Source: an optimization exercise on an open RTL-to-GDS flow (aim: small area, a short achievable clock period and few clock cycles per item). Production flows keep margins and buffers that such runs may drop. Power and IR drop assume default switching activity.

Setup of run A:
==> flow/design.v (excerpt) <==
module complex_multiplier #(
    parameter INT_WIDTH = 8,
    parameter FRAC_WIDTH = 8
) (
    input wire clk,
    input wire rst,
    input wire signed [INT_WIDTH+FRAC_WIDTH-1:0] a_real,
    input wire signed [INT_WIDTH+FRAC_WIDTH-1:0] a_imag,
    input wire signed [INT_WIDTH+FRAC_WIDTH-1:0] b_real,
    input wire signed [INT_WIDTH+FRAC_WIDTH-1:0] b_imag,
    output wire signed [INT_WIDTH+FRAC_WIDTH-1:0] out_real,
    output wire signed [INT_WIDTH+FRAC_WIDTH-1:0] out_imag,
    input wire start,
    output reg done
);
Size: about 1800 cells after synthesis, about 97 flip-flops, roughly 100 I/O pins, roughly 0.020 mm² of cells after synthesis.
clock: 10.0 ns
lec_check: 0
cap_margin: 20
core_margin: 2
core_utilization: 40
setup_slack_margin: 4.8
slew_margin: 20
synth_hierarchical: 1
synth_minimum_keep_size: 0
standard.sh (not shown) runs the stock make flow with config.mk's settings and CLKGATE_MAP_FILE= SYNTH_SCRIPT=/design/flow/synth_recipe.tcl, a recipe that flattens the netlist after the stock synthesis.
==> flow/flow/run.sh <==
#!/bin/bash
# The standard layout (the standard.sh, standard synthesis unchanged), with two
# placement/resizer settings changed: the input and output ports get a plain buffer
# (buf_4) instead of the resizer's default pick, and the resizer may swap a cell for one
# of another footprint when it repairs timing.
set -euo pipefail
bash standard.sh BUFFER_PORTS_ARGS="-buffer_cell sky130_fd_sc_hd__buf_4" MATCH_CELL_FOOTPRINT=0 finish > layout.log 2>&1
Edits applied to the flow inputs when going from run A to run B:
# run A
export LEC_CHECK = 0
export CAP_MARGIN = 20
export CORE_MARGIN = 2
export CORE_UTILIZATION = 40
export SETUP_SLACK_MARGIN = 4.8
export SLEW_MARGIN = 20
export SYNTH_HIERARCHICAL = 1
export SYNTH_MINIMUM_KEEP_SIZE = 0
create_clock -name core_clock -period 10.0 [get_ports {clk}]
# run B
export LEC_CHECK = 0
export CAP_MARGIN = 20
export CORE_MARGIN = 2
export CORE_UTILIZATION = 60
export PLACE_DENSITY = 0.75
export SETUP_SLACK_MARGIN = 4.8
export SLEW_MARGIN = 20
export SYNTH_HIERARCHICAL = 1
export SYNTH_MINIMUM_KEEP_SIZE = 0
create_clock -name core_clock -period 10.0 [get_ports {clk}]
Notes after the runs:
- | power share of the sequential group | run B vs run A | ≈ equal |
- Run B: first-iteration DRC count higher than run A
- Number of nets in the final layout (higher): run B
- Relative to run A, run B degrades worst hold slack across all endpoints.
- Per the comparison of run B with run A, portion of the layout cell area used by clock cells saw little to no change; fraction of power consumed by the clock network went up.
- From run A to run B, total of buffers placed on input and output ports did not move at all.
- Delta(share of the clock period used by the worst path after layout, run B - run A) > 0
[inputs] run C vs run B
# run B
export LEC_CHECK = 0
export CAP_MARGIN = 20
export CORE_MARGIN = 2
export CORE_UTILIZATION = 60
export PLACE_DENSITY = 0.75
export SETUP_SLACK_MARGIN = 4.8
export SLEW_MARGIN = 20
export SYNTH_HIERARCHICAL = 1
export SYNTH_MINIMUM_KEEP_SIZE = 0
create_clock -name core_clock -period 10.0 [get_ports {clk}]
# run C
export LEC_CHECK = 0
export CAP_MARGIN = 20
export CORE_MARGIN = 2
export CORE_UTILIZATION = 40
export CTS_BUF_LIST = sky130_fd_sc_hd__clkbuf_4 sky130_fd_sc_hd__clkbuf_8
export CTS_CLUSTER_SIZE = 30
export SETUP_SLACK_MARGIN = 4.8
export SLEW_MARGIN = 20
export SYNTH_HIERARCHICAL = 1
export SYNTH_MINIMUM_KEEP_SIZE = 0
create_clock -name core_clock -period 10.0 [get_ports {clk}]
--- outcome ---
Run C closes out successfully: all stages finished, all timing, DRC and antenna checks passed. Going from run B to run C, the non-filler instance count after layout was found to have gone up by 207. Global-route met1 utilization was higher in run B than in run C. Of run C and run B, run C shows the higher critical path arrival, with run B below it. The run showing the smaller worst hold slack is run C. Relative to run B, run C improves via count. Run C vs run B, power share of the clock group went down by 1.4 points. On shortest period the worst path allows, the higher figure sits with run B, not run C.
No functional check of the RTL was part of any run of this note.

[afterwards: timing with drivers on the ports]
Ports are ideal in the flow. The routed layouts listed here were re-timed in OpenROAD.
Step 1 sets driving cells, clkbuf_16 on the clock port and buf_2 on the other inputs (assumed; they add their load-dependent delay and slew).
Step 2, shift: input delay + t, output delay - t, t = (earliest + latest rising clock arrival at the registers) / 2. This alone moves slack from input paths to output paths.
Three values: ideal ports, drivers, drivers and shift; two values: the first two.
| run | t, ns | slack for setup (ns) | worst setup path after step 2 | clock arrival spread, ns | worst data-port slew with drivers (ns) |
|---|---|---|---|---|---|
| run A | 0.435 | 4.849 / 4.746 / 4.311 | input to register | 0.009 / 0.008 | 0.25 |
| run B | 0.435 | 4.804 / 4.749 / 4.314 | input to register | 0.027 / 0.027 | 0.20 |
| run C | 0.490 | 4.844 / 4.808 / 4.317 | input to register | 0.011 / 0.011 | 0.08 |
After both steps every run listed still meets setup and hold. For run A, which loses most, drivers alone change the setup slack by -0.103 ns; drivers and shift together by -0.538 ns.
